Background: an optimization exercise with open tools, aiming at small area. Do not read the settings as production practice.
At most, simulation tests tie the RTL to the original design; equivalence was not proved.

==> v33 <==
// Sine_wave
module Sine_wave
    #(
        parameter DATA_WIDTH    = 12,
        parameter ANGLE_WIDTH   = 16
    )(
    input                       clk,
    input                       reset,
    input                       ce,
    input  [DATA_WIDTH:0]       ampl,
    input  [ANGLE_WIDTH-1:0]    step,
    output [DATA_WIDTH:0]    sin_wave,
    output [DATA_WIDTH:0]    cos_wave
);
make LEC_CHECK=0 CAP_MARGIN=20 CORE_MARGIN=2 CORE_UTILIZATION=40 SLEW_MARGIN=20 finish   # period 5.0 ns
run.sh (not shown) runs the stock make flow with config.mk's settings and CLKGATE_MAP_FILE= SYNTH_SCRIPT=/design/flow/synth_recipe.tcl, a recipe that flattens the netlist after the stock synthesis.
==> v22 (differences from v33) <==
--- a/flow/design.v
+++ b/flow/design.v
@@ -45,49 +45,92 @@
 rotator_rca #(13) ay (.a(y_i), .b(sx ^ {13{~d}}), .ci(~d), .s(y_o));
 endmodule
 module rotator_tail (
     input  [12:0] x_i,
     input  [12:0] y_i,
-    input         d,
-    output [12:0] x_o,
-    output [12:0] y_o
+    input  [3:0]  d,       
+    input         nc,
+    input         ns,
+    output [4:0]  kc,
+    output [4:0]  ks
 );
-rotator_incdec #(13) ax (.a(x_i), .inc(y_i[12] & d),  .dec(y_i[12] & ~d), .s(x_o));
-rotator_incdec #(13) ay (.a(y_i), .inc(x_i[12] & ~d), .dec(x_i[12] & d),  .s(y_o));
+wire xa1 = &x_i[11:2], xa0 = ~|x_i[11:2];
+wire ya1 = &y_i[11:2], ya0 = ~|y_i[11:2];
+function sgn;
+    input       s, a1, a0;
+    input [3:0] w;
+begin
+    sgn = s ^ (~w[3] & w[2] & a1) ^ (w[3] & a0);
+end
+endfunction
+function [3:0] step;
+    input [3:0] w;
+    input       s, up;
+begin
+    step = s ? (up ? w + 4'd1 : w - 4'd1) : w;
+end
+endfunction
+wire [3:0] wx0 = {2'b00, x_i[1:0]}, wy0 = {2'b00, y_i[1:0]};
+wire [3:0] wx1 = step(wx0, y_i[12],  d[3]);
+wire [3:0] wy1 = step(wy0, x_i[12], ~d[3]);
+wire sx1 = sgn(x_i[12], xa1, xa0, wx1), sy1 = sgn(y_i[12], ya1, ya0, wy1);
+wire [3:0] wx2 = step(wx1, sy1,  d[2]);
+wire [3:0] wy2 = step(wy1, sx1, ~d[2]);
+wire sx2 = sgn(x_i[12], xa1, xa0, wx2), sy2 = sgn(y_i[12], ya1, ya0, wy2);
+wire [3:0] wx3 = step(wx2, sy2,  d[1]);
+wire [3:0] wy3 = step(wy2, sx2, ~d[1]);
+wire sx3 = sgn(x_i[12], xa1, xa0, wx3), sy3 = sgn(y_i[12], ya1, ya0, wy3);
+wire [3:0] wx4 = step(wx3, sy3,  d[0]);
+wire [3:0] wy4 = step(wy3, sx3, ~d[0]);
+assign kc = nc ? 5'd4 - {wx4[3], wx4} : {wx4[3], wx4};
+assign ks = ns ? 5'd4 - {wy4[3], wy4} : {wy4[3], wy4};
 endmodule
 module cordic (
     input         clk,
     input         rst,
     input  [12:0] x_i,
     input  [1:0]  quarter_in,
     input  [15:0] theta_i,
     output [12:0] sin_o,
     output [12:0] cos_o
 );
-reg  [12:0] a1;
-reg         n1;       
-reg  [15:0] z1;
-reg  [1:0]  q1;
-reg         f1;
 wire        big = theta_i > 16'd57121;
 wire [15:0] ang = big ? 16'd57121 : theta_i;
 wire [15:0] z1_sub;
 rotator_rca #(16) az0 (.a(ang), .b(16'd39812), .ci(1'b0), .s(z1_sub));  
-wire        nz = |theta_i;
+wire        nz  = |theta_i;
+wire        n1v = nz | (x_i == 13'h1000);
+wire        d1v = ~nz | (theta_i >= 16'd25724);    
+wire [12:0] sa0 = {x_i[12], x_i[12:1]};
+wire        mx0 = n1v & d1v;
+wire [3:0]  x2lo_n = {1'b0, x_i[2:0]} + {1'b0, sa0[2:0] ^ {3{mx0}}}
+                     + {3'd0, mx0 | (~n1v & x_i[0])};
+wire [3:0]  y2lo_n = {1'b0, x_i[2:0] ^ {3{~n1v}}} + {1'b0, sa0[2:0] ^ {3{~d1v}}}
+                     + {3'd0, ~d1v | ~n1v};
+reg  [9:0]  ah1;      
+reg  [3:0]  x2lo1, y2lo1;    
+reg         n1;
+reg  [15:0] z1;
+reg  [1:0]  q1;
+reg         f1;
 always @(posedge clk) begin
-    a1 <= x_i;
-    n1 <= nz | (x_i == 13'h1000);    
-    z1 <= nz ? z1_sub : 16'd25722;
-    q1 <= quarter_in;
-    f1 <= rst;
+    ah1   <= x_i[12:3];
+    x2lo1 <= x2lo_n;
+    y2lo1 <= y2lo_n;
+    n1    <= n1v;
+    z1    <= nz ? z1_sub : 16'd25722;
+    q1    <= quarter_in;
+    f1    <= rst;
 end
 wire        d1 = ~z1[15];
-wire [12:0] sa = {a1[12], a1[12:1]};
+wire [9:0]  sah = {ah1[9], ah1[9:1]};    
 wire        mx = n1 & d1;
 wire [12:0] x2_n, y2_n;
-rotator_rca #(13) ax1 (.a(a1), .b(sa ^ {13{mx}}), .ci(mx | (~n1 & a1[0])), .s(x2_n));
-rotator_rca #(13) ay1 (.a(a1 ^ {13{~n1}}), .b(sa ^ {13{~d1}}), .ci(~d1 | ~n1), .s(y2_n));
+assign x2_n[2:0] = x2lo1[2:0];
+assign y2_n[2:0] = y2lo1[2:0];
+rotator_rca #(10) ax1 (.a(ah1), .b(sah ^ {10{mx}}), .ci(x2lo1[3]), .s(x2_n[12:3]));
+rotator_rca #(10) ay1 (.a(ah1 ^ {10{~n1}}), .b(sah ^ {10{~d1}}), .ci(y2lo1[3]), .s(y2_n[12:3]));
 wire [14:0] z2_n;
 rotator_rca #(15) az1 (.a(z1[14:0]), .b(d1 ? -15'sd15204 : 15'sd15204), .ci(1'b0), .s(z2_n));
 reg [12:0] x2, y2;
 reg [14:0] z2;
 reg [1:0]  q2;
@@ -204,49 +247,43 @@
 reg [1:0]  q12;
 reg        f12;
 always @(posedge clk) begin
     x12 <= x12_n; y12 <= y12_n; dd12 <= dd11[3:0]; q12 <= q11; f12 <= rst | f11;
 end
-wire [12:0] x13_n, y13_n;
-rotator_tail r12 (.x_i(x12), .y_i(y12), .d(dd12[3]), .x_o(x13_n), .y_o(y13_n));
-reg [12:0] x13, y13;
-reg [2:0]  dd13;
-reg [1:0]  q13;
+wire        ns = q12[1];             
+wire        nc = q12[1] ^ q12[0];    
+wire [4:0]  kc_n, ks_n;
+rotator_tail tail (
+    .x_i(x12), .y_i(y12), .d(dd12), .nc(nc), .ns(ns), .kc(kc_n), .ks(ks_n)
+);
+reg [12:0] xs13, ys13;
+reg [4:0]  kc13, ks13;
 reg        f13;
 always @(posedge clk) begin
-    x13 <= x13_n; y13 <= y13_n; dd13 <= dd12[2:0]; q13 <= q12; f13 <= rst | f12;
+    xs13 <= {x12[12:2] ^ {11{nc}}, 2'b00}; ys13 <= {y12[12:2] ^ {11{ns}}, 2'b00};
+    kc13 <= kc_n; ks13 <= ks_n; f13 <= rst | f12;
 end
-wire [12:0] x14_n, y14_n;
-rotator_tail r13 (.x_i(x13), .y_i(y13), .d(dd13[2]), .x_o(x14_n), .y_o(y14_n));
-reg [12:0] x14, y14;
-reg [1:0]  dd14;
-reg [1:0]  q14;
+wire [12:0] c_n, s_n;
+assign c_n[1:0] = kc13[1:0];
+assign s_n[1:0] = ks13[1:0];
+rotator_rca #(11) ac (.a(xs13[12:2]), .b({{8{kc13[4]}}, kc13[4:2]}), .ci(1'b0), .s(c_n[12:2]));
+rotator_rca #(11) as (.a(ys13[12:2]), .b({{8{ks13[4]}}, ks13[4:2]}), .ci(1'b0), .s(s_n[12:2]));
+reg [12:0] cos14, sin14;
 reg        f14;
 always @(posedge clk) begin
-    x14 <= x14_n; y14 <= y14_n; dd14 <= dd13[1:0]; q14 <= q13; f14 <= rst | f13;
+    cos14 <= {~c_n[12], c_n[11:0]}; sin14 <= {~s_n[12], s_n[11:0]}; f14 <= rst | f13;
 end
-wire [12:0] x15_n, y15_n;
-rotator_tail r14 (.x_i(x14), .y_i(y14), .d(dd14[1]), .x_o(x15_n), .y_o(y15_n));
-reg [12:0] x15, y15;
-reg        dd15;
-reg [1:0]  q15;
+reg [12:0] cos15, sin15;
 reg        f15;
 always @(posedge clk) begin
-    x15 <= x15_n; y15 <= y15_n; dd15 <= dd14[0]; q15 <= q14; f15 <= rst | f14;
+    cos15 <= cos14; sin15 <= sin14; f15 <= rst | f14;
 end
-wire [12:0] x16, y16;
-rotator_tail r15 (.x_i(x15), .y_i(y15), .d(dd15), .x_o(x16), .y_o(y16));
-wire        ns = q15[1];             
-wire        nc = q15[1] ^ q15[0];    
-wire [12:0] s_n, c_n;
-rotator_rca #(13) as (.a(y16 ^ {13{ns}}), .b(13'd0), .ci(ns), .s(s_n));
-rotator_rca #(13) ac (.a(x16 ^ {13{nc}}), .b(13'd0), .ci(nc), .s(c_n));
 wire        clr = rst | f15;
 reg [12:0] sin_r, cos_r;
 always @(posedge clk) begin
-    sin_r <= clr ? 13'h1000 : {~s_n[12], s_n[11:0]};
-    cos_r <= clr ? 13'h1000 : {~c_n[12], c_n[11:0]};
+    sin_r <= clr ? 13'h1000 : sin15;
+    cos_r <= clr ? 13'h1000 : cos15;
 end
 assign sin_o = sin_r;
 assign cos_o = cos_r;
 endmodule
 module Sine_wave
@@ -262,22 +299,22 @@
     output [DATA_WIDTH:0]    sin_wave,
     output [DATA_WIDTH:0]    cos_wave
 );
 reg [15:0] angle;
 reg [1:0]  state;
-wire        up    = ~state[0];    
-wire [15:0] nxt   = up ? angle + step : angle - step;
-wire        up_ok = (step > 16'd51315) | (({1'b0, angle} + {1'b0, step}) < 17'd51315);
-wire        dn_ok = angle > step;
+wire        up  = ~state[0];    
+wire [16:0] sum = {1'b0, angle} + {~up, step ^ {16{~up}}} + {16'd0, ~up};
+wire        up_ok = (step > 16'd51315) | (sum < 17'd51315);
+wire        dn_ok = ~sum[16] & (|sum[15:0]);
 wire        ok    = up ? up_ok : dn_ok;
 always @(posedge clk) begin
     if (ce) begin
         if (reset) begin
             state <= 2'd0;
             angle <= 16'd0;
         end else if (ok) begin
-            angle <= nxt;
+            angle <= sum[15:0];
         end else begin
             state <= state + 2'd1;
         end
     end
 end
CORE_UTILIZATION = 65   (was 40)
CTS_BUF_LIST = sky130_fd_sc_hd__clkbuf_8   (was unset)
CTS_CLUSTER_DIAMETER = 50   (was unset)
CTS_CLUSTER_SIZE = 20   (was unset)
==> v31 (differences from v33) <==
CORE_UTILIZATION = 60   (was 40)
CTS_BUF_LIST = sky130_fd_sc_hd__clkbuf_4   (was unset)
CTS_CLUSTER_SIZE = 30   (was unset)
==> qor summary <==
	v33	v22	v31
Met3 Usage GRT	3.000%	2.750%	5.518%
Synth Instances	2116	1850	2116
Synthesized-area fraction occupied by and/or/nand/nor cells	7.924%	5.468%	7.924%
Setup crit end	cordic.y2[12]$_DFF_P_	cordic.y7[12]$_DFF_P_	cordic.y2[12]$_DFF_P_
Skew-Pair Late Insertion Delay	590 ps	640 ps	960 ps
Number of filler instances in the final layout	5827	2396	3268
Seq Cell Count	596	595	596
Routed length on met2	23090 µm	20060 µm	23460 µm
Share of the clock period used by the worst path after layout	103.2%	97.71%	103.1%
Transition time at the pin with the least slew margin	1076 ps	884.2 ps	1067 ps
Result of the run	complete, but fails checks	finished clean	complete, but fails checks
Layout check failures	setup timing	-	setup timing
Area used by multi-input combinational logic	14230 µm²	13050 µm²	14270 µm²
Vias	14380	12680	14930
Clk slew on worst S/H paths	60 ps	110 ps	60 ps
Part of the Yosys area used for sequential elements	45.68%	48.30%	45.68%
Pin count of the biggest net entering global routing	27	25	29
Finish-stage setup viols	3	0	4
Only the layout flow was run in v33 and v31; the RTL was not checked for function there.

[separate check: timing with driven ports]
How much do the figures lean on ideal ports? The routed layouts below were timed once more, with nothing changed but the port constraints. Step 1 sets driving cells, clkbuf_16 on the clock port and buf_2 on the other inputs (assumed; they add their load-dependent delay and slew). Step 2 moves the port delays by t, midway between the first and last clock arrival at a register: inputs arrive t later, outputs are due t later. That takes back most of the time a late clock gives input paths. Three values: ideal, step 1, step 2; two values: the first two.
| run | t, ns | setup WS [ns] | latest minus earliest clock arrival (ns) | worst data-port slew with drivers (ns) | cell pins on the clock port's net |
|---|---|---|---|---|---|
| v33 | 0.642 | -0.162 / -0.162 / -0.162 | 0.027 / 0.026 | 0.04 | 1 |
| v22 | 0.678 | 0.114 / 0.114 / -0.188 | 0.034 / 0.034 | 0.04 | 1 |
| v31 | 0.975 | -0.154 / -0.154 / -0.154 | 0.075 / 0.074 | 0.03 | 1 |
With both steps, setup timing fails in v22, where it was met with ideal ports. For v22, which loses most, drivers alone change the setup slack by 0.000 ns; drivers and shift together by -0.302 ns.
